This design comes from an exercise in tuning for small area, a short achievable clock period and few clock cycles per item on the open sky130 flow, not from production work.
Function was checked by simulation only, so behaviour that the tests miss may differ from the original.

==> flow/design.v (outline; a module is shown in full before it is edited, if it fits) <==
// module FA: 4 lines
// module HAN: 4 lines
// module HAS: 4 lines
// module AO22: 3 lines
// module Norm24: 14 lines
// module NAND2: 3 lines
// module AOI22: 3 lines
// module HASN: 4 lines
// module HA: 4 lines
// module Mul24: 528 lines
// module SrtStep: 26 lines
// module SrtFirst: 6 lines
// module FloatALUUnit: 229 lines
module FloatALUUnit(
    input             clk,
    input             rst,
    input             in_valid,
    output            in_ready,
    input      [1:0]  oper,
    input      [31:0] n1,
    input      [31:0] n2,
    output reg        out_valid,
    output reg [31:0] result,
    output reg        LessThan,
    output reg        Overflow,
    output reg        Underflow,
    output reg        Exception
    );
  // ...
==> flow/flow/run.sh <==
#!/bin/bash
# The standard layout, with the port buffers made plain buf_2 cells rather
# than the delay buffers buffer_ports picks by default.
set -euo pipefail
export BUFFER_PORTS_ARGS="-buffer_cell sky130_fd_sc_hd__buf_2"
bash standard.sh > make_flow.log 2>&1
==> flow/standard.sh <==
#!/bin/bash
# synth_recipe.tcl (not shown) runs the flow's synth.tcl, then flattens the netlist and writes it again
# the make line also repeats each setting of config.mk as NAME=value (left out here)
make -C /OpenROAD-flow-scripts/flow DESIGN_CONFIG=/design/flow/config.mk WORK_HOME=/design/flow/orfs CLKGATE_MAP_FILE= SYNTH_SCRIPT=/design/flow/synth_recipe.tcl "${@:-finish}"
==> flow/config.mk <==
export PLATFORM = sky130hd
export DESIGN_NAME = FloatALUUnit
export DESIGN_NICKNAME = FloatALUUnit
export VERILOG_FILES = /design/flow/design.v
export SDC_FILE = /design/flow/constraint.sdc
export NUM_CORES = 4
export LEC_CHECK = 0
export CAP_MARGIN = 20
export CORE_MARGIN = 2
export CORE_UTILIZATION = 40
export SLEW_MARGIN = 20
export SYNTH_HIERARCHICAL = 1
==> flow/constraint.sdc <==
create_clock -name core_clock -period 100.0 [get_ports {clk}]
set_input_delay 20.0000 -clock core_clock [delete_from_list [all_inputs] [get_ports {clk}]]
set_output_delay 20.0000 -clock core_clock [all_outputs]
set_load 0.01 [all_outputs]
==> impl_metrics.tcl, run 1 <==
set metrics [dict create \
    cts_root_buf "clkbuf_16" \
    stdcell_area_um2 56560 \
    postCtsSetupBuffers 0 \
    yosysWarnings 8 \
    reg_top3 "a1: 32 flops, b1: 32 flops, result: 32 flops" \
    cts_tree "built" \
    path_max_fanout 2 \
    antenna_found_initial 5 \
    chipWidth_um 362.8 \
    path_clk_slew_ns 0.06 \
    dominant_cells "multi-input gates" \
    status "timing/DRC/antenna clean" \
    buffer_area_frac 0.02876 \
    mostFrequentLayoutCell "nand2_1" \
    coreArea_um2 127700 \
    non_clock_buffer_count 252 \
    rsz0062_at_grt "no" \
    hold_slack_ns 0.3203 \
    rows 131 \
    critPathLaunchType "primary input" \
    arrival_ns 21.69 \
    busiest_layer "met2" \
    tightest_slew_ns 1.099 \
    post-route-period-util 0.2114 \
    stdcell_count 7032 \
    layout.nets 6562 \
    rrSetupSlack_ns 82.15 \
    grt_pass1_vias 43860 \
    slew_headroom 0.2672 \
    cts.sinks 405 \
    fin_crit_ns 21.14 \
    drt-pass1-iter-count 6 \
]
Testbench counts, summed over its fixed seeds: cycles 34,437, items 32,000.
==> module Norm24, before the edit <==
module Norm24(input [23:0] x, output reg [27:0] y);    
integer k;
reg [4:0] z;
reg found;
always @* begin
    z = 5'd0; found = 1'b0;
    for (k = 23; k >= 0; k = k - 1)
        if (!found && x[k]) begin z = 23 - k; found = 1'b1; end
    if (!found || z == 5'd19)
        y = 28'd0;
    else
        y = {z, x[22:0] << z};
end
endmodule
==> module FloatALUUnit, before the edit <==
module FloatALUUnit(
    input             clk,
    input             rst,
    input             in_valid,
    output            in_ready,
    input      [1:0]  oper,
    input      [31:0] n1,
    input      [31:0] n2,
    output reg        out_valid,
    output reg [31:0] result,
    output reg        LessThan,
    output reg        Overflow,
    output reg        Underflow,
    output reg        Exception
    );
localparam N1 = 7, N2 = 7, N3 = 7, N4 = 4;    
reg        v1, st1, nst1, lts1, irq;    
reg        cf1;                         
reg        v2, isd2;
reg [1:0]  op1;
reg [31:0] a1, b1;
reg [4:0]  k1, k2;
wire       rdy1 = a1[22] | ~|a1[22:0];
wire       rdy2 = b1[22] | ~|b1[22:0];
wire       irdy1 = n1[22] | ~|n1[22:0];
wire       irdy2 = n2[22] | ~|n2[22:0];
assign in_ready = irq;
wire st1_hold = ~((rdy1 | a1[21]) & (rdy2 | b1[21]));
wire st1_new  = in_valid & (oper == 2'd3) & ~|n1[30:23] & ~(irdy1 & irdy2);
wire cf1_new  = in_valid & (oper == 2'd3) & v2 & isd2;     
wire cf1_hold = v1 & (op1 == 2'd3) & v2 & isd2;            
always @(posedge clk) begin
    if (st1) begin
        st1  <= ~rst & st1_hold;
        cf1  <= ~rst & cf1_hold;
        irq  <= rst | ~(st1_hold | cf1_hold);
        v1   <= ~rst & v1;
        if (!rdy1) begin a1[22:0] <= {a1[21:0], 1'b0}; k1 <= k1 + 5'd1; end
        if (!rdy2) begin b1[22:0] <= {b1[21:0], 1'b0}; k2 <= k2 + 5'd1; end
        nst1 <= 1'b1;
        if (!nst1) lts1 <= lt;
    end else if (cf1) begin
        cf1  <= ~rst & cf1_hold;
        irq  <= rst | ~cf1_hold;
        v1   <= ~rst & v1;
    end else begin
        st1  <= ~rst & st1_new;
        cf1  <= ~rst & cf1_new;
        irq  <= rst | ~(st1_new | cf1_new);
        v1   <= ~rst & in_valid;
        op1  <= oper;
        a1   <= n1;
        b1   <= n2;
        k1   <= 5'd0;
        k2   <= 5'd0;
        nst1 <= 1'b0;
    end
end
wire        sa = a1[31], sb = b1[31];
wire [7:0]  e1 = a1[30:23], e2 = b1[30:23];
wire        h  = |e1;
wire [23:0] A  = {h, a1[22:0]};
wire [23:0] B  = {h, b1[22:0]};
wire        exc_ab = (&e1) | (&e2);
wire [8:0]  ediff = {1'b0, e1} - {1'b0, e2};
wire        isGT  = ~ediff[8];
wire [7:0]  ad    = isGT ? ediff[7:0] : (8'd0 - ediff[7:0]);
wire [7:0]  Ebig  = isGT ? e1 : e2;
wire [23:0] big   = isGT ? A : B;
wire [23:0] sml   = isGT ? B : A;
wire [23:0] shd   = sml >> ad;
wire        ro    = op1[0] ^ sa ^ sb;              
wire [24:0] ares  = {1'b0, big} + {1'b0, ro ? ~shd : shd} + {24'd0, ro};
wire        cge   = big >= shd;
wire        ceq   = big == shd;
wire        mcmp  = isGT ? cge : (~cge | ceq);       
wire        acar  = ~ro & ares[24];
wire        aneg  = ro & ~ares[24];
wire [23:0] ax    = aneg ? 24'd0 - ares[23:0] : ares[23:0];
wire [27:0] anrm;
Norm24 NA(.x(ax), .y(anrm));
wire [4:0]  ash   = acar ? 5'd0 : anrm[27:23];
wire [7:0]  anE   = acar ? Ebig + 8'd1 : Ebig;
wire [8:0]  aE    = {1'b0, anE} - {4'd0, ash};
wire        aUf   = aE[8];
wire        aOv   = (Ebig == 8'd254) & (ash == 5'd0);
wire        asg   = ro ? (sa ~^ mcmp) : sa;
wire        lt    = (sa ^ sb) ? sa : (sa ~^ mcmp);
wire [47:23] P;
wire        plz;
Mul24 MT(.a(A), .b(B), .ph(P), .lz(plz));
wire        p47  = P[47];
wire        mrnd = ~plz | (p47 & P[23]);
wire [9:0]  mEs  = {2'd0, e1} + {2'd0, e2} + {9'd0, p47};
wire [9:0]  mEf  = mEs - 10'd127;
wire        mUf  = mEf[9];
wire        mOv  = ~mEf[9] & mEf[8];
wire        ismul = op1 == 2'd2;
wire        isdiv = op1 == 2'd3;
wire [22:0] incr = (ismul ? (p47 ? P[46:24] : P[45:23]) : ares[23:1]) + {22'd0, ismul ? mrnd : ares[0]};
wire [22:0] r4M = (ismul | acar) ? incr : anrm[22:0];
wire [31:0] r4  = ismul ? {sa ^ sb, mEf[7:0], r4M} : {asg, aE[7:0], r4M};
wire        fOv = ismul ? mOv : aOv;
wire        fUf = ismul ? mUf : aUf;
wire        fEx = exc_ab;
wire [31:0] nres = fOv ? {r4[31], 8'hff, 23'd0} :
                   fUf ? {r4[31], 31'd0} :
                   fEx ? 32'hffffffff : r4;
wire        dExc = exc_ab | ~|b1[30:0];
wire [7:0]  subE = e1 - e2;
wire        zq1  = ~|a1[22:0] | (k1 == 5'd18);
wire        zq2  = ~|b1[22:0] | (k2 == 5'd18);
wire [27:0] dn1  = h ? {5'd0, a1[22:0]} : zq1 ? 28'd0 : {k1 + 5'd1, a1[21:0], 1'b0};
wire [27:0] dn2  = h ? {5'd0, b1[22:0]} : zq2 ? 28'd0 : {k2 + 5'd1, b1[21:0], 1'b0};
wire [7:0]  tE1  = subE + 8'd127 - {3'd0, dn1[27:23]};
wire [8:0]  tE2  = {1'b0, tE1} + {4'd0, dn2[27:23]};
reg        v3, isd3, v4, isd4;
reg [26:0] s2r, c2r, s3r, c3r, s4r, c4r;
reg [22:0] dm2, dm3, dm4;
wire       selX = v3 & isd3;
wire [22:0] fs1, fc1;
SrtFirst F1(.xm(dn1[22:0]), .dm(dn2[22:0]), .s(fs1), .c(fc1));
wire [26:2] g0cm;
wire [26:0] g0s;
wire        g0p, g0n;
wire [22:0] dmn3 = ~dm3;
SrtStep G0(.s2(s3r[25:0]), .c2(c3r[25:0]), .dm(dm3), .dmn(dmn3), .so(g0s), .cm(g0cm), .p(g0p), .n(g0n));
wire [22:0] dmX  = selX ? dm3 : dn2[22:0];
wire [22:0] dmnX = ~dmX;
wire [26:0] sv1 [0:6];
wire [26:0] cv1 [0:6];
wire [5:0]  qpX, qnX;
assign sv1[0] = selX ? g0s : {4'b1111, fs1};
assign cv1[0] = selX ? {g0cm, 1'b0, g0p} : {3'b000, fc1, 1'b1};
genvar g1;
generate for (g1 = 1; g1 < 7; g1 = g1 + 1) begin : chx
    wire [26:2] cm;
    SrtStep #(.C2Z(g1 > 1)) S(.s2(sv1[g1-1][25:0]), .c2(cv1[g1-1][25:0]), .dm(dmX), .dmn(dmnX),
              .so(sv1[g1]), .cm(cm), .p(qpX[6-g1]), .n(qnX[6-g1]));
    assign cv1[g1] = {cm, 1'b0, qpX[6-g1]};
end endgenerate
wire        selY = v4 & isd4;
wire [26:0] sY0  = selY ? s4r : s2r;
wire [26:0] cY0  = selY ? c4r : c2r;
wire [22:0] dmY  = selY ? dm4 : dm2;
wire [22:0] dmnY = ~dmY;
wire [26:0] sv2 [0:6];
wire [26:0] cv2 [0:6];
wire [6:0]  qpY, qnY;
genvar g2;
generate for (g2 = 0; g2 < 7; g2 = g2 + 1) begin : chy
    wire [26:2] cm;
    wire [26:1] si, ci;
    if (g2 == 0) begin : in
        assign si = sY0[25:0];
        assign ci = cY0[25:0];
    end else begin : mid
        assign si = sv2[g2-1][25:0];
        assign ci = cv2[g2-1][25:0];
    end
    SrtStep S(.s2(si), .c2(ci), .dm(dmY), .dmn(dmnY), .so(sv2[g2]), .cm(cm),
              .p(qpY[6-g2]), .n(qnY[6-g2]));
    assign cv2[g2] = {cm, 1'b0, qpY[6-g2]};
end endgenerate
reg        lt2;
reg [6:0]  qp2, qn2;
reg [8:0]  tE2r2;
reg        dsg2, dex2;
always @(posedge clk) begin
    v2    <= ~rst & v1 & ~st1 & ~cf1;
    isd2  <= isdiv;
    lt2   <= nst1 ? lts1 : lt;
    s2r   <= sv1[6];
    c2r   <= cv1[6];
    dm2   <= isdiv ? dn2[22:0] : nres[22:0];
    tE2r2 <= isdiv ? tE2 : nres[31:23];
    dsg2  <= sa ^ sb;
    dex2  <= dExc;
    qp2   <= isdiv ? {1'b1, qpX} : {fOv, fUf, fEx, 4'b0000};
    qn2   <= {1'b0, qnX};
end
reg        lt3;
reg [13:0] qp3, qn3;
reg [8:0]  tE2r3;
reg        dsg3, dex3;
always @(posedge clk) begin
    v3 <= ~rst & v2;
    isd3 <= isd2; lt3 <= lt2;
    s3r <= sv2[6]; c3r <= cv2[6]; dm3 <= dm2;
    qp3 <= {qp2, qpY}; qn3 <= {qn2, qnY};
    tE2r3 <= tE2r2; dsg3 <= dsg2; dex3 <= dex2;
end
reg        lt4;
reg [20:0] qp4, qn4;
reg [8:0]  tE2r4;
reg        dsg4, dex4;
always @(posedge clk) begin
    v4 <= ~rst & v3;
    isd4 <= isd3; lt4 <= lt3;
    s4r <= sv1[6]; c4r <= cv1[6]; dm4 <= dm3;
    qp4 <= {qp3, g0p, qpX}; qn4 <= {qn3, g0n, qnX};
    tE2r4 <= tE2r3; dsg4 <= dsg3; dex4 <= dex3;
end
wire [26:0] wfin = sv2[3] + cv2[3];
wire        wneg = wfin[26];
wire [24:0] Qp   = {qp4, qpY[6:3]};
wire [24:0] Qn   = {qn4, qnY[6:3]};
wire [24:0] Q    = Qp - Qn - {24'd0, wneg};
wire        q24  = Q[24];
wire [22:0] dM   = q24 ? Q[23:1] : Q[22:0];
wire [7:0]  E3   = tE2r4[7:0] - 8'd1;
wire        E3c  = |tE2r4[7:0];
wire [7:0]  dE   = q24 ? tE2r4[7:0] : E3;
wire        dOv  = q24 ? 1'b0 : (tE2r4[8] & E3c);
wire        dUf  = q24 ? ~tE2r4[8] : ~(tE2r4[8] | E3c);
wire [31:0] dres = dOv ? {dsg4, 8'hff, 23'd0} :
                   dUf ? {dsg4, 31'd0} :
                   dex4 ? 32'hffffffff : {dsg4, dE, dM};
always @(posedge clk) begin
    out_valid <= ~rst & v4;
    LessThan  <= lt4;
    if (isd4) begin
        result <= dres; Overflow <= dOv; Underflow <= dUf; Exception <= dex4;
    end else begin
        result <= {tE2r4, dm4}; Overflow <= qp4[20]; Underflow <= qp4[19];
        Exception <= qp4[18];
    end
end
endmodule
==> run 2, diff against run 1 <==
--- a/flow/design.v
+++ b/flow/design.v
@@ -1,113 +1,104 @@
 `timescale 1ns / 1ps
 module FA(input a, input b, input c, output s, output co);
 assign s  = a ^ b ^ c;
 assign co = (a & b) | (a & c) | (b & c);
 endmodule
-module HAN(input a, input b, output s, output co);
-assign s  = ~(a ^ b);
-assign co = a | b;
-endmodule
 module HAS(input a, input b, output s, output co);
 assign s  = a ^ ~b;
 assign co = a & ~b;
 endmodule
 module AO22(input a1, input a2, input b1, input b2, output y);
 assign y = (a1 & a2) | (b1 & b2);
 endmodule
-module Norm24(input [23:0] x, output reg [27:0] y);    
-integer k;
-reg [4:0] z;
-reg found;
-always @* begin
-    z = 5'd0; found = 1'b0;
-    for (k = 23; k >= 0; k = k - 1)
-        if (!found && x[k]) begin z = 23 - k; found = 1'b1; end
-    if (!found || z == 5'd19)
-        y = 28'd0;
-    else
-        y = {z, x[22:0] << z};
-end
+module Norm24(input [23:0] x, output [27:0] y);    
+wire        z4 = ~|x[23:8];
+wire [23:0] x1 = z4 ? {x[7:0], 16'd0} : x;
+wire        z3 = ~|x1[23:16];
+wire [23:0] x2 = z3 ? {x1[15:0], 8'd0} : x1;
+wire        z2 = ~|x2[23:20];
+wire [23:0] x3 = z2 ? {x2[19:0], 4'd0} : x2;
+wire        z1 = ~|x3[23:22];
+wire [23:0] x4 = z1 ? {x3[21:0], 2'd0} : x3;
+wire        z0 = ~x4[23];
+wire [22:0] x5 = z0 ? {x4[21:0], 1'b0} : x4[22:0];
+wire [4:0]  z  = {z4, z3, z2, z1, z0};
+wire        q19 = (z == 5'd19);
+wire        nz  = ~(z4 & z3);                   
+assign y = {z & {5{nz & ~q19}}, x5 & {23{~q19}}};
 endmodule
 module NAND2(input a, input b, output y);
 assign y = ~(a & b);
 endmodule
-module AOI22(input a1, input a2, input b1, input b2, output y);
-assign y = ~((a1 & a2) | (b1 & b2));
-endmodule
-module HASN(input a, input b, output s, output co);
-assign s  = a ^ b;
-assign co = ~a | b;
-endmodule
 module HA(input a, input b, output s, output co);
 assign s  = a ^ b;
 assign co = a & b;
 endmodule
 `timescale 1ns / 1ps
 module Mul24(input [23:0] a, input [23:0] b, output [47:23] ph, output lz);
 wire [47:0] xn, yn;
 wire [575:0] ppn;
 genvar gi, gj;
 generate for (gi = 0; gi < 24; gi = gi + 1) begin : ppi
   for (gj = 0; gj < 24; gj = gj + 1) begin : ppj
     NAND2 u(.a(a[gi]), .b(b[gj]), .y(ppn[gi*24+gj]));
   end
 end endgenerate
-wire t1, t2; HAN ut1 (.a(ppn[19]), .b(ppn[42]), .s(t1), .co(t2));
+wire t1, t2; FA ut1 (.a(ppn[19]), .b(ppn[42]), .c(1'b1), .s(t1), .co(t2));
 wire t3, t4; FA ut3 (.a(ppn[20]), .b(ppn[43]), .c(ppn[66]), .s(t3), .co(t4));
-wire t5, t6; HAN ut5 (.a(ppn[89]), .b(ppn[112]), .s(t5), .co(t6));
+wire t5, t6; FA ut5 (.a(ppn[89]), .b(ppn[112]), .c(1'b1), .s(t5), .co(t6));
 wire t7, t8; FA ut7 (.a(ppn[21]), .b(ppn[44]), .c(ppn[67]), .s(t7), .co(t8));
 wire t9, t10; FA ut9 (.a(ppn[90]), .b(ppn[113]), .c(ppn[136]), .s(t9), .co(t10));
-wire t11, t12; HAN ut11 (.a(ppn[159]), .b(ppn[182]), .s(t11), .co(t12));
+wire t11, t12; FA ut11 (.a(ppn[159]), .b(ppn[182]), .c(1'b1), .s(t11), .co(t12));
 wire t13, t14; FA ut13 (.a(ppn[22]), .b(ppn[45]), .c(ppn[68]), .s(t13), .co(t14));
 wire t15, t16; FA ut15 (.a(ppn[91]), .b(ppn[114]), .c(ppn[137]), .s(t15), .co(t16));
 wire t17, t18; FA ut17 (.a(ppn[160]), .b(ppn[183]), .c(ppn[206]), .s(t17), .co(t18));
-wire t19, t20; HAN ut19 (.a(ppn[229]), .b(ppn[252]), .s(t19), .co(t20));
+wire t19, t20; FA ut19 (.a(ppn[229]), .b(ppn[252]), .c(1'b1), .s(t19), .co(t20));
 wire t21, t22; FA ut21 (.a(ppn[23]), .b(ppn[46]), .c(ppn[69]), .s(t21), .co(t22));
 wire t23, t24; FA ut23 (.a(ppn[92]), .b(ppn[115]), .c(ppn[138]), .s(t23), .co(t24));
 wire t25, t26; FA ut25 (.a(ppn[161]), .b(ppn[184]), .c(ppn[207]), .s(t25), .co(t26));
 wire t27, t28; FA ut27 (.a(ppn[230]), .b(ppn[253]), .c(ppn[276]), .s(t27), .co(t28));
-wire t29, t30; HAN ut29 (.a(ppn[299]), .b(ppn[322]), .s(t29), .co(t30));
+wire t29, t30; FA ut29 (.a(ppn[299]), .b(ppn[322]), .c(1'b1), .s(t29), .co(t30));
 wire t31, t32; FA ut31 (.a(ppn[47]), .b(ppn[70]), .c(ppn[93]), .s(t31), .co(t32));
 wire t33, t34; FA ut33 (.a(ppn[116]), .b(ppn[139]), .c(ppn[162]), .s(t33), .co(t34));
 wire t35, t36; FA ut35 (.a(ppn[185]), .b(ppn[208]), .c(ppn[231]), .s(t35), .co(t36));
 wire t37, t38; FA ut37 (.a(ppn[254]), .b(ppn[277]), .c(ppn[300]), .s(t37), .co(t38));
-wire t39, t40; HAN ut39 (.a(ppn[323]), .b(ppn[346]), .s(t39), .co(t40));
+wire t39, t40; FA ut39 (.a(ppn[323]), .b(ppn[346]), .c(1'b1), .s(t39), .co(t40));
 wire t41, t42; FA ut41 (.a(ppn[71]), .b(ppn[94]), .c(ppn[117]), .s(t41), .co(t42));
 wire t43, t44; FA ut43 (.a(ppn[140]), .b(ppn[163]), .c(ppn[186]), .s(t43), .co(t44));
 wire t45, t46; FA ut45 (.a(ppn[209]), .b(ppn[232]), .c(ppn[255]), .s(t45), .co(t46));
 wire t47, t48; FA ut47 (.a(ppn[278]), .b(ppn[301]), .c(ppn[324]), .s(t47), .co(t48));
 wire t49, t50; FA ut49 (.a(ppn[95]), .b(ppn[118]), .c(ppn[141]), .s(t49), .co(t50));
 wire t51, t52; FA ut51 (.a(ppn[164]), .b(ppn[187]), .c(ppn[210]), .s(t51), .co(t52));
 wire t53, t54; FA ut53 (.a(ppn[233]), .b(ppn[256]), .c(ppn[279]), .s(t53), .co(t54));
 wire t55, t56; FA ut55 (.a(ppn[119]), .b(ppn[142]), .c(ppn[165]), .s(t55), .co(t56));
 wire t57, t58; FA ut57 (.a(ppn[188]), .b(ppn[211]), .c(ppn[234]), .s(t57), .co(t58));
 wire t59, t60; FA ut59 (.a(ppn[143]), .b(ppn[166]), .c(ppn[189]), .s(t59), .co(t60));
-wire t61, t62; HAN ut61 (.a(ppn[13]), .b(ppn[36]), .s(t61), .co(t62));
+wire t61, t62; FA ut61 (.a(ppn[13]), .b(ppn[36]), .c(1'b1), .s(t61), .co(t62));
 wire t63, t64; FA ut63 (.a(ppn[14]), .b(ppn[37]), .c(ppn[60]), .s(t63), .co(t64));
-wire t65, t66; HAN ut65 (.a(ppn[83]), .b(ppn[106]), .s(t65), .co(t66));
+wire t65, t66; FA ut65 (.a(ppn[83]), .b(ppn[106]), .c(1'b1), .s(t65), .co(t66));
 wire t67, t68; FA ut67 (.a(ppn[15]), .b(ppn[38]), .c(ppn[61]), .s(t67), .co(t68));
 wire t69, t70; FA ut69 (.a(ppn[84]), .b(ppn[107]), .c(ppn[130]), .s(t69), .co(t70));
-wire t71, t72; HAN ut71 (.a(ppn[153]), .b(ppn[176]), .s(t71), .co(t72));
+wire t71, t72; FA ut71 (.a(ppn[153]), .b(ppn[176]), .c(1'b1), .s(t71), .co(t72));
 wire t73, t74; FA ut73 (.a(ppn[16]), .b(ppn[39]), .c(ppn[62]), .s(t73), .co(t74));
 wire t75, t76; FA ut75 (.a(ppn[85]), .b(ppn[108]), .c(ppn[131]), .s(t75), .co(t76));
 wire t77, t78; FA ut77 (.a(ppn[154]), .b(ppn[177]), .c(ppn[200]), .s(t77), .co(t78));
-wire t79, t80; HAN ut79 (.a(ppn[223]), .b(ppn[246]), .s(t79), .co(t80));
+wire t79, t80; FA ut79 (.a(ppn[223]), .b(ppn[246]), .c(1'b1), .s(t79), .co(t80));
 wire t81, t82; FA ut81 (.a(ppn[17]), .b(ppn[40]), .c(ppn[63]), .s(t81), .co(t82));
 wire t83, t84; FA ut83 (.a(ppn[86]), .b(ppn[109]), .c(ppn[132]), .s(t83), .co(t84));
 wire t85, t86; FA ut85 (.a(ppn[155]), .b(ppn[178]), .c(ppn[201]), .s(t85), .co(t86));
 wire t87, t88; FA ut87 (.a(ppn[224]), .b(ppn[247]), .c(ppn[270]), .s(t87), .co(t88));
-wire t89, t90; HAN ut89 (.a(ppn[293]), .b(ppn[316]), .s(t89), .co(t90));
+wire t89, t90; FA ut89 (.a(ppn[293]), .b(ppn[316]), .c(1'b1), .s(t89), .co(t90));
 wire t91, t92; FA ut91 (.a(ppn[18]), .b(ppn[41]), .c(ppn[64]), .s(t91), .co(t92));
 wire t93, t94; FA ut93 (.a(ppn[87]), .b(ppn[110]), .c(ppn[133]), .s(t93), .co(t94));
 wire t95, t96; FA ut95 (.a(ppn[156]), .b(ppn[179]), .c(ppn[202]), .s(t95), .co(t96));
 wire t97, t98; FA ut97 (.a(ppn[225]), .b(ppn[248]), .c(ppn[271]), .s(t97), .co(t98));
 wire t99, t100; FA ut99 (.a(ppn[294]), .b(ppn[317]), .c(ppn[340]), .s(t99), .co(t100));
-wire t101, t102; HAN ut101 (.a(ppn[363]), .b(ppn[386]), .s(t101), .co(t102));
+wire t101, t102; FA ut101 (.a(ppn[363]), .b(ppn[386]), .c(1'b1), .s(t101), .co(t102));
 wire t103, t104; FA ut103 (.a(t1), .b(ppn[65]), .c(ppn[88]), .s(t103), .co(t104));
 wire t105, t106; FA ut105 (.a(ppn[111]), .b(ppn[134]), .c(ppn[157]), .s(t105), .co(t106));
 wire t107, t108; FA ut107 (.a(ppn[180]), .b(ppn[203]), .c(ppn[226]), .s(t107), .co(t108));
 wire t109, t110; FA ut109 (.a(ppn[249]), .b(ppn[272]), .c(ppn[295]), .s(t109), .co(t110));
 wire t111, t112; FA ut111 (.a(ppn[318]), .b(ppn[341]), .c(ppn[364]), .s(t111), .co(t112));
 wire t113, t114; FA ut113 (.a(ppn[387]), .b(ppn[410]), .c(ppn[433]), .s(t113), .co(t114));
 wire t115, t116; FA ut115 (.a(t2), .b(t3), .c(t5), .s(t115), .co(t116));
 wire t117, t118; FA ut117 (.a(ppn[135]), .b(ppn[158]), .c(ppn[181]), .s(t117), .co(t118));
@@ -179,26 +170,26 @@
 wire t249, t250; FA ut249 (.a(ppn[353]), .b(ppn[376]), .c(ppn[399]), .s(t249), .co(t250));
 wire t251, t252; FA ut251 (.a(ppn[422]), .b(ppn[445]), .c(ppn[468]), .s(t251), .co(t252));
 wire t253, t254; FA ut253 (.a(ppn[239]), .b(ppn[262]), .c(ppn[285]), .s(t253), .co(t254));
 wire t255, t256; FA ut255 (.a(ppn[308]), .b(ppn[331]), .c(ppn[354]), .s(t255), .co(t256));
 wire t257, t258; FA ut257 (.a(ppn[377]), .b(ppn[400]), .c(ppn[423]), .s(t257), .co(t258));
 wire t259, t260; FA ut259 (.a(ppn[263]), .b(ppn[286]), .c(ppn[309]), .s(t259), .co(t260));
 wire t261, t262; FA ut261 (.a(ppn[332]), .b(ppn[355]), .c(ppn[378]), .s(t261), .co(t262));
 wire t263, t264; FA ut263 (.a(ppn[287]), .b(ppn[310]), .c(ppn[333]), .s(t263), .co(t264));
-wire t265, t266; HAN ut265 (.a(ppn[9]), .b(ppn[32]), .s(t265), .co(t266));
+wire t265, t266; FA ut265 (.a(ppn[9]), .b(ppn[32]), .c(1'b1), .s(t265), .co(t266));
 wire t267, t268; FA ut267 (.a(ppn[10]), .b(ppn[33]), .c(ppn[56]), .s(t267), .co(t268));
-wire t269, t270; HAN ut269 (.a(ppn[79]), .b(ppn[102]), .s(t269), .co(t270));
+wire t269, t270; FA ut269 (.a(ppn[79]), .b(ppn[102]), .c(1'b1), .s(t269), .co(t270));
 wire t271, t272; FA ut271 (.a(ppn[11]), .b(ppn[34]), .c(ppn[57]), .s(t271), .co(t272));
 wire t273, t274; FA ut273 (.a(ppn[80]), .b(ppn[103]), .c(ppn[126]), .s(t273), .co(t274));
-wire t275, t276; HAN ut275 (.a(ppn[149]), .b(ppn[172]), .s(t275), .co(t276));
+wire t275, t276; FA ut275 (.a(ppn[149]), .b(ppn[172]), .c(1'b1), .s(t275), .co(t276));
 wire t277, t278; FA ut277 (.a(ppn[12]), .b(ppn[35]), .c(ppn[58]), .s(t277), .co(t278));
 wire t279, t280; FA ut279 (.a(ppn[81]), .b(ppn[104]), .c(ppn[127]), .s(t279), .co(t280));
 wire t281, t282; FA ut281 (.a(ppn[150]), .b(ppn[173]), .c(ppn[196]), .s(t281), .co(t282));
-wire t283, t284; HAN ut283 (.a(ppn[219]), .b(ppn[242]), .s(t283), .co(t284));
+wire t283, t284; FA ut283 (.a(ppn[219]), .b(ppn[242]), .c(1'b1), .s(t283), .co(t284));
 wire t285, t286; FA ut285 (.a(t61), .b(ppn[59]), .c(ppn[82]), .s(t285), .co(t286));
 wire t287, t288; FA ut287 (.a(ppn[105]), .b(ppn[128]), .c(ppn[151]), .s(t287), .co(t288));
 wire t289, t290; FA ut289 (.a(ppn[174]), .b(ppn[197]), .c(ppn[220]), .s(t289), .co(t290));
 wire t291, t292; FA ut291 (.a(ppn[243]), .b(ppn[266]), .c(ppn[289]), .s(t291), .co(t292));
 wire t293, t294; FA ut293 (.a(t62), .b(t63), .c(t65), .s(t293), .co(t294));
 wire t295, t296; FA ut295 (.a(ppn[129]), .b(ppn[152]), .c(ppn[175]), .s(t295), .co(t296));
 wire t297, t298; FA ut297 (.a(ppn[198]), .b(ppn[221]), .c(ppn[244]), .s(t297), .co(t298));
 wire t299, t300; FA ut299 (.a(ppn[267]), .b(ppn[290]), .c(ppn[313]), .s(t299), .co(t300));
@@ -287,22 +278,22 @@
 wire t465, t466; FA ut465 (.a(ppn[426]), .b(ppn[449]), .c(ppn[472]), .s(t465), .co(t466));
 wire t467, t468; FA ut467 (.a(ppn[495]), .b(ppn[518]), .c(ppn[541]), .s(t467), .co(t468));
 wire t469, t470; FA ut469 (.a(ppn[335]), .b(ppn[358]), .c(ppn[381]), .s(t469), .co(t470));
 wire t471, t472; FA ut471 (.a(ppn[404]), .b(ppn[427]), .c(ppn[450]), .s(t471), .co(t472));
 wire t473, t474; FA ut473 (.a(ppn[473]), .b(ppn[496]), .c(ppn[519]), .s(t473), .co(t474));
 wire t475, t476; FA ut475 (.a(ppn[359]), .b(ppn[382]), .c(ppn[405]), .s(t475), .co(t476));
 wire t477, t478; FA ut477 (.a(ppn[428]), .b(ppn[451]), .c(ppn[474]), .s(t477), .co(t478));
 wire t479, t480; FA ut479 (.a(ppn[383]), .b(ppn[406]), .c(ppn[429]), .s(t479), .co(t480));
-wire t481, t482; HAN ut481 (.a(ppn[6]), .b(ppn[29]), .s(t481), .co(t482));
+wire t481, t482; FA ut481 (.a(ppn[6]), .b(ppn[29]), .c(1'b1), .s(t481), .co(t482));
 wire t483, t484; FA ut483 (.a(ppn[7]), .b(ppn[30]), .c(ppn[53]), .s(t483), .co(t484));
-wire t485, t486; HAN ut485 (.a(ppn[76]), .b(ppn[99]), .s(t485), .co(t486));
+wire t485, t486; FA ut485 (.a(ppn[76]), .b(ppn[99]), .c(1'b1), .s(t485), .co(t486));
 wire t487, t488; FA ut487 (.a(ppn[8]), .b(ppn[31]), .c(ppn[54]), .s(t487), .co(t488));
 wire t489, t490; FA ut489 (.a(ppn[77]), .b(ppn[100]), .c(ppn[123]), .s(t489), .co(t490));
-wire t491, t492; HAN ut491 (.a(ppn[146]), .b(ppn[169]), .s(t491), .co(t492));
+wire t491, t492; FA ut491 (.a(ppn[146]), .b(ppn[169]), .c(1'b1), .s(t491), .co(t492));
 wire t493, t494; FA ut493 (.a(t265), .b(ppn[55]), .c(ppn[78]), .s(t493), .co(t494));
 wire t495, t496; FA ut495 (.a(ppn[101]), .b(ppn[124]), .c(ppn[147]), .s(t495), .co(t496));
 wire t497, t498; FA ut497 (.a(ppn[170]), .b(ppn[193]), .c(ppn[216]), .s(t497), .co(t498));
 wire t499, t500; FA ut499 (.a(t266), .b(t267), .c(t269), .s(t499), .co(t500));
 wire t501, t502; FA ut501 (.a(ppn[125]), .b(ppn[148]), .c(ppn[171]), .s(t501), .co(t502));
 wire t503, t504; FA ut503 (.a(ppn[194]), .b(ppn[217]), .c(ppn[240]), .s(t503), .co(t504));
 wire t505, t506; FA ut505 (.a(t268), .b(t270), .c(t271), .s(t505), .co(t506));
 wire t507, t508; FA ut507 (.a(t273), .b(t275), .c(ppn[195]), .s(t507), .co(t508));
@@ -389,19 +380,19 @@
 wire t669, t670; FA ut669 (.a(ppn[452]), .b(ppn[475]), .c(ppn[498]), .s(t669), .co(t670));
 wire t671, t672; FA ut671 (.a(ppn[521]), .b(ppn[544]), .c(ppn[567]), .s(t671), .co(t672));
 wire t673, t674; FA ut673 (.a(t480), .b(ppn[407]), .c(ppn[430]), .s(t673), .co(t674));
 wire t675, t676; FA ut675 (.a(ppn[453]), .b(ppn[476]), .c(ppn[499]), .s(t675), .co(t676));
 wire t677, t678; FA ut677 (.a(ppn[522]), .b(ppn[545]), .c(ppn[568]), .s(t677), .co(t678));
 wire t679, t680; FA ut679 (.a(ppn[431]), .b(ppn[454]), .c(ppn[477]), .s(t679), .co(t680));
 wire t681, t682; FA ut681 (.a(ppn[500]), .b(ppn[523]), .c(ppn[546]), .s(t681), .co(t682));
 wire t683, t684; FA ut683 (.a(ppn[455]), .b(ppn[478]), .c(ppn[501]), .s(t683), .co(t684));
-wire t685, t686; HAN ut685 (.a(ppn[4]), .b(ppn[27]), .s(t685), .co(t686));
+wire t685, t686; FA ut685 (.a(ppn[4]), .b(ppn[27]), .c(1'b1), .s(t685), .co(t686));
 wire t687, t688; FA ut687 (.a(ppn[5]), .b(ppn[28]), .c(ppn[51]), .s(t687), .co(t688));
-wire t689, t690; HAN ut689 (.a(ppn[74]), .b(ppn[97]), .s(t689), .co(t690));
+wire t689, t690; FA ut689 (.a(ppn[74]), .b(ppn[97]), .c(1'b1), .s(t689), .co(t690));
 wire t691, t692; FA ut691 (.a(t481), .b(ppn[52]), .c(ppn[75]), .s(t691), .co(t692));
 wire t693, t694; FA ut693 (.a(ppn[98]), .b(ppn[121]), .c(ppn[144]), .s(t693), .co(t694));
 wire t695, t696; FA ut695 (.a(t482), .b(t483), .c(t485), .s(t695), .co(t696));
 wire t697, t698; FA ut697 (.a(ppn[122]), .b(ppn[145]), .c(ppn[168]), .s(t697), .co(t698));
 wire t699, t700; FA ut699 (.a(t484), .b(t486), .c(t487), .s(t699), .co(t700));
 wire t701, t702; FA ut701 (.a(t489), .b(t491), .c(ppn[192]), .s(t701), .co(t702));
 wire t703, t704; FA ut703 (.a(t488), .b(t490), .c(t492), .s(t703), .co(t704));
 wire t705, t706; FA ut705 (.a(t493), .b(t495), .c(t497), .s(t705), .co(t706));
@@ -467,17 +458,17 @@
 wire t825, t826; FA ut825 (.a(t673), .b(t675), .c(t677), .s(t825), .co(t826));
 wire t827, t828; FA ut827 (.a(t674), .b(t676), .c(t678), .s(t827), .co(t828));
 wire t829, t830; FA ut829 (.a(t679), .b(t681), .c(ppn[569]), .s(t829), .co(t830));
 wire t831, t832; FA ut831 (.a(t680), .b(t682), .c(t683), .s(t831), .co(t832));
 wire t833, t834; FA ut833 (.a(ppn[524]), .b(ppn[547]), .c(ppn[570]), .s(t833), .co(t834));
 wire t835, t836; FA ut835 (.a(t684), .b(ppn[479]), .c(ppn[502]), .s(t835), .co(t836));
 wire t837, t838; FA ut837 (.a(ppn[525]), .b(ppn[548]), .c(ppn[571]), .s(t837), .co(t838));
 wire t839, t840; FA ut839 (.a(ppn[503]), .b(ppn[526]), .c(ppn[549]), .s(t839), .co(t840));
-wire t841, t842; HAN ut841 (.a(ppn[3]), .b(ppn[26]), .s(t841), .co(t842));
+wire t841, t842; FA ut841 (.a(ppn[3]), .b(ppn[26]), .c(1'b1), .s(t841), .co(t842));
 wire t843, t844; FA ut843 (.a(t685), .b(ppn[50]), .c(ppn[73]), .s(t843), .co(t844));
 wire t845, t846; FA ut845 (.a(t686), .b(t687), .c(t689), .s(t845), .co(t846));
 wire t847, t848; FA ut847 (.a(t688), .b(t690), .c(t691), .s(t847), .co(t848));
 wire t849, t850; FA ut849 (.a(t692), .b(t694), .c(t695), .s(t849), .co(t850));
 wire t851, t852; FA ut851 (.a(t696), .b(t698), .c(t699), .s(t851), .co(t852));
 wire t853, t854; FA ut853 (.a(t700), .b(t702), .c(t703), .s(t853), .co(t854));
 wire t855, t856; FA ut855 (.a(t704), .b(t706), .c(t707), .s(t855), .co(t856));
 wire t857, t858; FA ut857 (.a(t708), .b(t710), .c(t711), .s(t857), .co(t858));
@@ -509,17 +500,17 @@
 wire t909, t910; FA ut909 (.a(t812), .b(t814), .c(t815), .s(t909), .co(t910));
 wire t911, t912; FA ut911 (.a(t816), .b(t818), .c(t819), .s(t911), .co(t912));
 wire t913, t914; FA ut913 (.a(t820), .b(t822), .c(t823), .s(t913), .co(t914));
 wire t915, t916; FA ut915 (.a(t824), .b(t826), .c(t827), .s(t915), .co(t916));
 wire t917, t918; FA ut917 (.a(t828), .b(t830), .c(t831), .s(t917), .co(t918));
 wire t919, t920; FA ut919 (.a(t832), .b(t834), .c(t835), .s(t919), .co(t920));
 wire t921, t922; FA ut921 (.a(t836), .b(t838), .c(t839), .s(t921), .co(t922));
 wire t923, t924; FA ut923 (.a(t840), .b(ppn[527]), .c(ppn[550]), .s(t923), .co(t924));
-wire t925, t926; HAN ut925 (.a(ppn[2]), .b(ppn[25]), .s(t925), .co(t926));
+wire t925, t926; FA ut925 (.a(ppn[2]), .b(ppn[25]), .c(1'b1), .s(t925), .co(t926));
 wire t927, t928; FA ut927 (.a(t841), .b(ppn[49]), .c(ppn[72]), .s(t927), .co(t928));
 wire t929, t930; FA ut929 (.a(t842), .b(t843), .c(ppn[96]), .s(t929), .co(t930));
 wire t931, t932; FA ut931 (.a(t844), .b(t845), .c(ppn[120]), .s(t931), .co(t932));
 wire t933, t934; FA ut933 (.a(t846), .b(t847), .c(t693), .s(t933), .co(t934));
 wire t935, t936; FA ut935 (.a(t848), .b(t849), .c(t697), .s(t935), .co(t936));
 wire t937, t938; FA ut937 (.a(t850), .b(t851), .c(t701), .s(t937), .co(t938));
 wire t939, t940; FA ut939 (.a(t852), .b(t853), .c(t705), .s(t939), .co(t940));
 wire t941, t942; FA ut941 (.a(t854), .b(t855), .c(t709), .s(t941), .co(t942));
@@ -624,21 +615,19 @@
 reg        v1, st1, nst1, lts1, irq;    
 reg        cf1;                         
 reg        v2, isd2;
 reg [1:0]  op1;
 reg [31:0] a1, b1;
 reg [4:0]  k1, k2;
 wire       rdy1 = a1[22] | ~|a1[22:0];
 wire       rdy2 = b1[22] | ~|b1[22:0];
-wire       irdy1 = n1[22] | ~|n1[22:0];
-wire       irdy2 = n2[22] | ~|n2[22:0];
 assign in_ready = irq;
 wire st1_hold = ~((rdy1 | a1[21]) & (rdy2 | b1[21]));
-wire st1_new  = in_valid & (oper == 2'd3) & ~|n1[30:23] & ~(irdy1 & irdy2);
+wire st1_new  = in_valid & (oper == 2'd3) & ~|n1[30:23];   
 wire cf1_new  = in_valid & (oper == 2'd3) & v2 & isd2;     
 wire cf1_hold = v1 & (op1 == 2'd3) & v2 & isd2;            
 always @(posedge clk) begin
     if (st1) begin
         st1  <= ~rst & st1_hold;
         cf1  <= ~rst & cf1_hold;
         irq  <= rst | ~(st1_hold | cf1_hold);
         v1   <= ~rst & v1;
@@ -670,17 +659,22 @@
 wire [23:0] B  = {h, b1[22:0]};
 wire        exc_ab = (&e1) | (&e2);
 wire [8:0]  ediff = {1'b0, e1} - {1'b0, e2};
 wire        isGT  = ~ediff[8];
 wire [7:0]  ad    = isGT ? ediff[7:0] : (8'd0 - ediff[7:0]);
 wire [7:0]  Ebig  = isGT ? e1 : e2;
 wire [23:0] big   = isGT ? A : B;
 wire [23:0] sml   = isGT ? B : A;
-wire [23:0] shd   = sml >> ad;
+wire [23:0] sh0   = |ad[7:5] ? 24'd0 : sml;
+wire [23:0] sh1   = ad[4] ? {16'd0, sh0[23:16]} : sh0;
+wire [23:0] sh2   = ad[3] ? {8'd0, sh1[23:8]} : sh1;
+wire [23:0] sh3   = ad[2] ? {4'd0, sh2[23:4]} : sh2;
+wire [23:0] sh4   = ad[1] ? {2'd0, sh3[23:2]} : sh3;
+wire [23:0] shd   = ad[0] ? {1'd0, sh4[23:1]} : sh4;       
 wire        ro    = op1[0] ^ sa ^ sb;              
 wire [24:0] ares  = {1'b0, big} + {1'b0, ro ? ~shd : shd} + {24'd0, ro};
 wire        cge   = big >= shd;
 wire        ceq   = big == shd;
 wire        mcmp  = isGT ? cge : (~cge | ceq);       
 wire        acar  = ~ro & ares[24];
 wire        aneg  = ro & ~ares[24];
 wire [23:0] ax    = aneg ? 24'd0 - ares[23:0] : ares[23:0];
@@ -807,17 +801,17 @@
     s4r <= sv1[6]; c4r <= cv1[6]; dm4 <= dm3;
     qp4 <= {qp3, g0p, qpX}; qn4 <= {qn3, g0n, qnX};
     tE2r4 <= tE2r3; dsg4 <= dsg3; dex4 <= dex3;
 end
 wire [26:0] wfin = sv2[3] + cv2[3];
 wire        wneg = wfin[26];
 wire [24:0] Qp   = {qp4, qpY[6:3]};
 wire [24:0] Qn   = {qn4, qnY[6:3]};
-wire [24:0] Q    = Qp - Qn - {24'd0, wneg};
+wire [24:0] Q    = Qp + ~Qn + {24'd0, ~wneg};    
 wire        q24  = Q[24];
 wire [22:0] dM   = q24 ? Q[23:1] : Q[22:0];
 wire [7:0]  E3   = tE2r4[7:0] - 8'd1;
 wire        E3c  = |tE2r4[7:0];
 wire [7:0]  dE   = q24 ? tE2r4[7:0] : E3;
 wire        dOv  = q24 ? 1'b0 : (tE2r4[8] & E3c);
 wire        dUf  = q24 ? ~tE2r4[8] : ~(tE2r4[8] | E3c);
 wire [31:0] dres = dOv ? {dsg4, 8'hff, 23'd0} :
==> run 2 against run 1 <==
  * Design area decreased by 2.9%
  * Non-clock buffer count increased by 10
  * Die area decreased by 3.6%
  * Utilization increased by 0.19 points
  * Clock skew increased by 0.022 ns
  * Worst hold slack got worse by 0.0043 ns
  * First-iteration DRC count decreased by 29%
  * Synthesized cell count decreased by 6.4%
  * Via count decreased by 6.2%
  * Critical path type is now flip-flop to output port
  * Largest cell class unchanged
==> impl_metrics.tcl, run 2 <==
set metrics [dict create \
    reg_top3 "a1: 32 flops, b1: 32 flops, result: 32 flops" \
    top_level_ports 107 \
    hold_slack_ns 0.3161 \
    die_h_um 356.3 \
    wl_per_cell_um 25.08 \
    path_max_fanout 1 \
    worstSkewPairLatency_ns 0.66 \
    netlist_area_um2 49650 \
    cap_violations 0 \
    clock_skew_ns 0.05371 \
    critPathLaunchType "flip-flop" \
    cts_buffers 48 \
    place.gp.congestion 0.9482 \
    io_buffers 106 \
    nFillCells 11880 \
    arrival_ns 1.08 \
    grt_pass1_vias 41350 \
    synth_cells 4840 \
    path_class "flip-flop to output port" \
    syn_area_per_cell_um2 10.26 \
    hold_buffers 0 \
    fin_crit_ns 21.08 \
    cts_tree "built" \
    cp_num_buf_inv 1 \
    grt_max_degree 68 \
    hold_class "flip-flop to flip-flop" \
    cts.sinks 405 \
    coreArea_um2 123500 \
    drt.antenna.violating_nets 0 \
    crit_chain "buf_2" \
    status "timing/DRC/antenna clean" \
    initial_utilization 0.4021 \
    postCtsSetupBuffers 0 \
    pre_cts_ws_ns 78.29 \
    tightest_slew_ns 1.229 \
    cpMaxStageDelayCell "dfxtp_1" \
    syn_to_final_growth_pct 10.64 \
    die_area_um2 127000 \
    post-route-period-util 0.2108 \
    yosysWarnings 7 \
    setup_viol 0 \
    path_clk_slew_ns 0.06 \
    required_ns 80.00 \
    layout.nets 6247 \
    antenna_found_initial 8 \
    grt_overflow_total 0 \
    slew_headroom 0.1728 \
    fmax_mhz 47.43 \
    tns_ns 0 \
    clock_path_buffers 3 \
    slew_viol_final 0 \
    mostFrequentLayoutCell "fa_1" \
    end_kind "output port" \
    chipWidth_um 356.3 \
    cp_top_family "flip-flops" \
    final_cell_mix "881 x fa_1, 869 x nand2_1, 356 x a22o_1" \
    post_cts_resized 0 \
    initialDrtViolationCount 3145 \
    grt_first_pass_wirelength_um 258900 \
    finalHoldViolCount 0 \
    rows 129 \
    wirelength_um 168500 \
    drt-pass1-iter-count 6 \
    hpwlAfterDp_um 129200 \
    slowest_delay_ns 0.32 \
    rsz0062_at_grt "no" \
    via_count 39660 \
    setup_ws_ns 78.92 \
    drc 0 \
    cts_root_buf "clkbuf_16" \
    drive_gt1_frac 0.1100 \
    via_per_inst 5.903 \
    track_usage 0.2680 \
    htreeDepth 2 \
]
==> run 2: layout make-up <==
type                       instances  area (um^2)  share of cell area
clock inverter                    29        389.1            0.007084
sequential                       405         8882              0.1617
tap                             1637         2048             0.03729
timing repair buffer             262         1702             0.03098
inverter                         217        814.5             0.01483
antenna                            2        5.005          0.00009111
multi-input combinational       4107        39760              0.7238
clock buffer                      60         1331             0.02424
==> run 2: through the flow <==
stage               area (um^2)  cells    util
finish                    54930   6719  0.4449
global route              54930   6717  0.4448
CTS                       54910   6717  0.4447
detailed placement        53190   6628  0.4308
global placement          53190   6628  0.4308
floorplan                 49740   4864       -
==> run 2: layer usage <==
layer	share of wire	GRT usage	vias to the layer above	wire length, um
met3	0.083	0.04721	363	14000
li1	-	-	17370	-
met1	0.42	0.3614	20260	70540
met2	0.45	0.4273	1667	76050
met5	0.00018	0	-	31
met4	0.047	0.1089	4	7859
==> run 2: worst paths after layout <==
path / slack [ns] / end / start / depth (start not counted)
min reg2reg: 0.32 / qp4[19] / qp3[12] / 0
min: 0.32 / qp4[19] / qp3[12] / 0
max reg2reg: 82.49 / tE2r2[8] / a1[0] / 54
max: 78.92 / result[17] / result[17] / 1
Testbench counts of run 2, summed over its fixed seeds: cycles 34,437, items 32,000.
==> run 3, diff against run 2 <==
--- a/flow/config.mk
+++ b/flow/config.mk
@@ -8,5 +8,7 @@
 export CAP_MARGIN = 20
 export CORE_MARGIN = 2
 export CORE_UTILIZATION = 40
+export CTS_CLUSTER_DIAMETER = 100
+export CTS_CLUSTER_SIZE = 30
 export SLEW_MARGIN = 20
 export SYNTH_HIERARCHICAL = 1
==> run 3 against run 2 <==
  * Still clean
  * Critical path depth is the same
  * Register-to-register slack gained 0.02 ns
  * Design area shrank 1.5%
  * Via count shrank 0.74%
  * Sequential cell count is the same
  * Critical path type unchanged
==> impl_metrics.tcl, run 3 <==
set metrics [dict create \
    die_h_um 356.3 \
    via_per_inst 5.900 \
    arrival_ns 1.11 \
    worst-path-stages 1 \
    cap_violations 0 \
    grt_first_pass_wirelength_um 257000 \
    post_cts_resized 0 \
    nFillCells 11950 \
    postLayoutCoreUtil 0.4383 \
    stdcell_count 6672 \
    path_class "flip-flop to output port" \
    grt_pass1_vias 41090 \
    fin_crit_ns 21.11 \
    mostFrequentLayoutCell "fa_1" \
    stdcell_area_um2 54110 \
    drt-pass1-iter-count 7 \
    final_cell_mix "881 x fa_1, 869 x nand2_1, 356 x a22o_1" \
    path_clk_slew_ns 0.11 \
    synth_cells 4840 \
    via_count 39370 \
    hold_slack_ns 0.3281 \
    post-route-period-util 0.2111 \
    cp_top_family "flip-flops" \
    track_usage 0.2652 \
    r2r_end "tE2r2[8]" \
    tightest_slew_ns 1.055 \
    antenna_found_initial 9 \
    end_kind "output port" \
    reg_top3 "a1: 32 flops, b1: 32 flops, result: 32 flops" \
    hold_buffers 0 \
    critPathLaunchType "flip-flop" \
    hold_class "flip-flop to flip-flop" \
    clock_path_buffers 3 \
    wl_per_cell_um 25.03 \
    path_max_fanout 1 \
    fmax_mhz 47.38 \
    cts_tree "built" \
    cp_num_buf_inv 1 \
    grt_overflow_total 0 \
    cts_root_buf "clkbuf_16" \
    finalHoldViolCount 0 \
    timing.rr.start "a1[0]" \
    drc 0 \
    wirelength_um 167000 \
    hpwlAfterDp_um 129200 \
    rsz0062_at_grt "no" \
    io_buffers 106 \
    seqCellArea_um2 8882 \
    tns_ns 0 \
    place.gp.congestion 0.9482 \
    chipWidth_um 356.3 \
    worstSkewPairLatency_ns 0.64 \
    multiInputGateArea_um2 39760 \
    endpoint "result[17]" \
    rows 129 \
    coreArea_um2 123500 \
    setup_viol 0 \
    die_area_um2 127000 \
    slew_headroom 0.2903 \
    slew_viol_final 0 \
    initialDrtViolationCount 3185 \
    syn_area_per_cell_um2 10.26 \
    layout.nets 6223 \
    required_ns 80.00 \
    rrSetupSlack_ns 82.51 \
    grt_max_degree 68 \
    netlist_area_um2 49650 \
    htreeDepth 1 \
    initial_utilization 0.4021 \
    drive_gt1_frac 0.1021 \
    cpMaxStageDelayCell "dfxtp_1" \
    cts_buffers 24 \
    crit_chain "buf_2" \
    worstRegToRegCells 54 \
    drt.antenna.violating_nets 0 \
    clock_skew_ns 0.03663 \
    dp.cells 6628 \
    status "timing/DRC/antenna clean" \
    slowest_delay_ns 0.34 \
    pre_cts_ws_ns 78.29 \
    yosysWarnings 7 \
    top_level_ports 107 \
    place_area_um2 53190 \
    postCtsSetupBuffers 0 \
    setup_ws_ns 78.89 \
    setup.worst_path.start "result[17]" \
    cts.sinks 405 \
    syn_to_final_growth_pct 8.992 \
]
run 3: layout make-up:
class                   count  share of cell area
clock buffers              26             0.01142
diodes                      3           0.0001387
clock inverters            15            0.005226
flip-flops and latches    405              0.1641
well taps                1637             0.03785
inverters                 217             0.01505
repair buffers            262             0.03145
multi-input cells        4107              0.7347
run 3: worst min-delay path by stage:
stage	startpoint	endpoint	slack (ns)	cells past startpoint
floorplan	lt4	LessThan	0.31	0
global placement	qp2[1]	qp3[8]	0.31	0
detailed placement	dsg2	dsg3	0.31	0
CTS	qn3[6]	qn4[13]	0.33	0
global route	qn3[6]	qn4[13]	0.34	0
finish	qn3[10]	qn4[17]	0.33	0
run 3: per-layer routing:
metal / track usage / vias up / part of all wire
li1: - / 17290 / -
met1: 0.3590 / 20080 / 0.42
met2: 0.4241 / 1654 / 0.45
met3: 0.04506 / 340 / 0.082
met4: 0.1044 / 4 / 0.045
met5: 0 / - / 0.00019
==> run 4, diff against run 3 <==
--- a/flow/config.mk
+++ b/flow/config.mk
@@ -9,6 +9,6 @@
 export CORE_MARGIN = 2
 export CORE_UTILIZATION = 40
 export CTS_CLUSTER_DIAMETER = 100
-export CTS_CLUSTER_SIZE = 30
+export CTS_CLUSTER_SIZE = 24
 export SLEW_MARGIN = 20
 export SYNTH_HIERARCHICAL = 1
==> run 4 against run 3 <==
  * Clock-buffer cell count is 4 higher
  * Critical path depth unchanged
  * Non-clock buffer count stayed put
  * Clock skew up 0.012 ns
  * Highest routed layer unchanged
  * Critical endpoint unchanged
  * Sequential share of layout area hardly changed
  * Worst hold slack got worse by 0.0039 ns
  * Fmax about the same
  * First-iteration DRC count shrank 3.0%
==> impl_metrics.tcl, run 4 <==
set metrics [dict create \
    htreeDepth 1 \
    syn_area_per_cell_um2 10.26 \
    clock_skew_ns 0.04887 \
    grt_pass1_vias 41130 \
    yosysWarnings 7 \
    postLayoutCoreUtil 0.4389 \
    synth_cells 4840 \
    via_count 39470 \
    crit_chain "buf_2" \
    finalHoldViolCount 0 \
    chipWidth_um 356.3 \
    pre_cts_ws_ns 78.29 \
    fmax_mhz 47.36 \
    top_level_ports 107 \
    required_ns 80.00 \
    wl_per_cell_um 25.01 \
    stdcell_area_um2 54200 \
    io_buffers 106 \
    place_area_um2 53190 \
    final_cell_mix "881 x fa_1, 869 x nand2_1, 356 x a22o_1" \
    grt_first_pass_wirelength_um 257300 \
    path_clk_slew_ns 0.09 \
    reg_top3 "a1: 32 flops, b1: 32 flops, result: 32 flops" \
    fin_crit_ns 21.11 \
    cts.sinks 405 \
    cts_tree "built" \
    cts_root_buf "clkbuf_16" \
    end_kind "output port" \
    post_cts_resized 0 \
    drc 0 \
    postCtsSetupBuffers 0 \
    slowest_delay_ns 0.33 \
    via_per_inst 5.911 \
    setup_viol 0 \
    tns_ns 0 \
    hold_class "flip-flop to flip-flop" \
    path_max_fanout 1 \
    drive_gt1_frac 0.1027 \
    post-route-period-util 0.2111 \
    hpwlAfterDp_um 129200 \
    grt_overflow_total 0 \
    place.gp.congestion 0.9482 \
    rows 129 \
    grt_max_degree 68 \
    cpMaxStageDelayCell "dfxtp_1" \
    path_class "flip-flop to output port" \
    arrival_ns 1.11 \
    critPathLaunchType "flip-flop" \
    track_usage 0.2654 \
    status "timing/DRC/antenna clean" \
    tightest_slew_ns 1.122 \
    cp_num_buf_inv 1 \
    rsz0062_at_grt "no" \
    syn_to_final_growth_pct 9.158 \
    slew_headroom 0.2448 \
    setup_ws_ns 78.89 \
    coreArea_um2 123500 \
    cap_violations 0 \
    drt.antenna.violating_nets 0 \
    cts_buffers 27 \
    cp_top_family "flip-flops" \
    netlist_area_um2 49650 \
    die_area_um2 127000 \
    worstSkewPairLatency_ns 0.66 \
    initial_utilization 0.4021 \
    antenna_found_initial 8 \
    drt-pass1-iter-count 8 \
    wirelength_um 167000 \
    mostFrequentLayoutCell "fa_1" \
    die_h_um 356.3 \
    hold_buffers 0 \
    slew_viol_final 0 \
    clock_path_buffers 3 \
    initialDrtViolationCount 3090 \
    layout.nets 6226 \
]
[run 4: cell type report]
class / count / area (um^2)
Clock buffer: 30 / 708.2
Fill cell: 11940 / 69280
Inverter: 217 / 814.5
Antenna cell: 4 / 10.01
Tap cell: 1637 / 2048
Clock inverter: 15 / 272.8
Sequential cell: 405 / 8882
Timing Repair Buffer: 262 / 1702
Multi-Input combinational cell: 4107 / 39760
[run 4: final timing paths]
kind	cells past startpoint	start	slack (ns)	to
worst min-delay path	0	tE2r2[4]	0.32	tE2r3[4]
worst max register to register	54	a1[0]	82.49	tE2r2[8]
worst min register to register	0	tE2r2[4]	0.32	tE2r3[4]
worst max-delay path	1	result[17]	78.89	result[17]
[run 4: through the flow]
stage          instances  hold slack (ns)
2_1_floorplan       4864           0.3096
3_3_place_gp        6628           0.3098
3_5_place_dp        6628           0.3121
4_1_cts             6673           0.3249
5_1_grt             6673           0.3289
6_report            6677           0.3242
[run 4: layer usage]
| layer | vias up | routed length, um | GRT usage |
|---|---|---|---|
| met1 | 20170 | 70290 | 0.3595 |
| met4 | 4 | 7481 | 0.1046 |
| met2 | 1649 | 75510 | 0.4246 |
| li1 | 17300 | - | - |
| met3 | 346 | 13710 | 0.04450 |
| met5 | - | 26 | 0 |
==> run 5, diff against run 4 <==
--- a/flow/config.mk
+++ b/flow/config.mk
@@ -7,8 +7,9 @@
 export LEC_CHECK = 0
 export CAP_MARGIN = 20
 export CORE_MARGIN = 2
-export CORE_UTILIZATION = 40
+export CORE_UTILIZATION = 55
 export CTS_CLUSTER_DIAMETER = 100
 export CTS_CLUSTER_SIZE = 24
+export GPL_TIMING_DRIVEN = 0
 export SLEW_MARGIN = 20
 export SYNTH_HIERARCHICAL = 1
==> run 5 against run 4 <==
  * Sequential share of layout area down 0.44 points
  * Fmax is 0.45% lower
  * Worst setup slack got worse by 0.095 ns
  * Worst hold slack better by 0.0066 ns
  * Critical path type is now primary input to flip-flop
  * Critical endpoint is now irq
  * Largest cell class unchanged
  * Highest routed layer unchanged
==> impl_metrics.tcl, run 5 <==
set metrics [dict create \
    status "timing/DRC/antenna clean" \
    rows 110 \
    post-route-period-util 0.2121 \
    post_cts_resized 0 \
    stdcell_area_um2 55670 \
    cpMaxStageDelayCell "nor3_1" \
    hpwlAfterDp_um 140800 \
    cts_root_buf "clkbuf_16" \
    grt_first_pass_wirelength_um 263800 \
    end_kind "flip-flop" \
    hold-path-endpoint "qp4[10]" \
    clock_path_buffers 3 \
    htreeDepth 1 \
    arrival_ns 21.73 \
    r2r_end "dm2[5]" \
    antenna_found_initial 2 \
    layout.nets 6337 \
    cts.sinks 405 \
    rsz0062_at_grt "no" \
    cp_num_buf_inv 1 \
    coreArea_um2 89740 \
    slew_viol_final 0 \
    cap_violations 0 \
    grt_pass1_vias 42630 \
    netlist_area_um2 49650 \
    finalHoldViolCount 0 \
    die_area_um2 92690 \
    wl_per_cell_um 27.04 \
    cts_buffers 24 \
    cp_top_family "simple AND/OR/NAND/NOR gates" \
    worstSkewPairLatency_ns 0.64 \
    place.gp.congestion 0.9993 \
    final_cell_mix "881 x fa_1, 870 x nand2_1, 356 x a22o_1" \
    chipWidth_um 304.5 \
    initialDrtViolationCount 3424 \
    hold_buffers 0 \
    fmax_mhz 47.15 \
    worstRegToRegCells 54 \
    mostFrequentLayoutCell "fa_1" \
    required_ns 100.52 \
    slew_headroom 0.2317 \
    slowest_delay_ns 0.64 \
    reg_top3 "a1: 32 flops, b1: 32 flops, result: 32 flops" \
    hold_class "flip-flop to flip-flop" \
    grt_overflow_total 0 \
    path_max_fanout 2 \
    synth_cells 4840 \
    timing.rr.start "a1[0]" \
    setup_viol 0 \
    drc 0 \
    via_per_inst 6.424 \
    top_layer "met5" \
    yosysWarnings 7 \
    path_clk_slew_ns 0.10 \
    grt_max_degree 31 \
    fin_crit_ns 21.21 \
    top_level_ports 107 \
    io_buffers 106 \
    tightest_slew_ns 1.152 \
    syn_area_per_cell_um2 10.26 \
    drt.antenna.violating_nets 0 \
    wl_met3_um 14250 \
    wl_met1_um 68120 \
    wirelength_um 171000 \
    met2_length_um 79020 \
    postCtsSetupBuffers 0 \
    drive_gt1_frac 0.09810 \
    tns_ns 0 \
    cts_tree "built" \
    via_count 40630 \
    crit_chain "buf_2, or4_1, nor3_1, nor3_1, a21oi_1, nor2_1, nor2_1, o21ai_0" \
    critPathLaunchType "primary input" \
    place_area_um2 54870 \
    drt-pass1-iter-count 5 \
    die_h_um 304.5 \
    clock_skew_ns 0.03051 \
    hold-path-cell-count 0 \
    worstHoldStart "qp3[3]" \
    rrSetupSlack_ns 81.83 \
    path_class "primary input to flip-flop" \
    nFillCells 7529 \
    initial_utilization 0.5533 \
    syn_to_final_growth_pct 12.13 \
    track_usage 0.3740 \
]
run 5: cell count changes in the layout (fill, tap and decap cells not counted), moves of 12 or more:
cell	change
buf_4	-151
clkbuf_1	+104
buf_8	+79
buf_16	+49
mux2i_2	-14
mux2i_4	+14
xor2_2	-14
buf_1	+13
buf_2	+13
xor2_4	+12
run 5: area by class of cell:
class                   instances  area, um^2  area share
repair buffers                241        3154     0.05666
clock inverters                11       146.4    0.002630
flip-flops and latches        405        8879      0.1595
multi-input cells            4107       39990      0.7183
well taps                    1176        1471     0.02643
inverters                     217       814.5     0.01463
diodes                          1       2.502  0.00004495
plain buffers                 135       574.3     0.01032
clock buffers                  32       640.6     0.01151
run 5: metal layers:
metal,track usage,vias to the layer above
li1,-,17530
met1,0.4990,20710
met2,0.6001,1965
met3,0.06175,429
met4,0.1748,4
met5,0,-
run 5: worst max-delay path by stage:
stage | endpoint | slack (ns) | cells past startpoint | start
3_5_place_dp | irq | 78.11 | 8 | n1[23]
5_1_grt | irq | 78.63 | 8 | n1[23]
3_3_place_gp | s2r[1] | 73.00 | 44 | a1[24]
4_1_cts | irq | 78.79 | 8 | n1[23]
2_1_floorplan | irq | 78.80 | 7 | n1[23]
6_report | irq | 78.79 | 8 | n1[23]
run 5: metrics by stage:
step,utilization,instances,setup slack (ns),hold slack (ns)
6_report,0.6204,6325,78.79,0.3308
5_1_grt,0.6204,6324,78.63,0.3347
3_5_place_dp,0.6115,6281,78.11,0.3121
2_1_floorplan,-,4864,78.80,0.3096
3_3_place_gp,0.5766,6146,73.00,0.3105
4_1_cts,0.6202,6324,78.79,0.3330
run 5: worst reg2reg max path, delay by kind of cell (launching register included):
family | cells | cell delay (ns)
adders and majority gates | 26 | 10.53
DFF | 1 | 0.83
and+or+nand+nor | 6 | 1.50
AOI/OAI and AO/OA | 14 | 3.06
buffers and inverters | 8 | 2.17

==> afterwards: timing with drivers on the ports <==
In the flow no input, the clock included, has a driving cell. The finished layouts below were timed again as built, in two steps. Step 1 (the two cells are an assumption about what drives the block):
set clk [get_ports {clk}]
set_driving_cell -lib_cell sky130_fd_sc_hd__clkbuf_16 $clk
set_driving_cell -lib_cell sky130_fd_sc_hd__buf_2 [delete_from_list [all_inputs] $clk]
Step 2 times the ports against the registers' clock, not the clock port: input delays grow and output delays shrink by t, the midpoint of the rising clock arrivals with the driver on. a / b / c = no drivers / after step 1 / after step 2; a / b = the first two.
run	t, ns	slack for setup (ns)	worst hold slack (ns)	latest minus earliest clock arrival (ns)
run 1	0.740	78.858 / 78.805 / 78.181	0.320 / 0.320 / 0.320	0.032 / 0.033
run 2	0.707	78.916 / 78.839 / 78.367	0.316 / 0.316 / 0.316	0.054 / 0.054
run 3	0.706	78.895 / 78.813 / 78.390	0.328 / 0.328 / 0.328	0.036 / 0.036
run 4	0.711	78.886 / 78.809 / 78.401	0.324 / 0.324 / 0.324	0.049 / 0.049
run 5	0.700	78.792 / 78.803 / 78.136	0.331 / 0.331 / 0.331	0.031 / 0.031
After both steps every run listed still meets setup and hold. For run 1, which loses most, drivers alone change the setup slack by -0.053 ns; drivers and shift together by -0.677 ns.
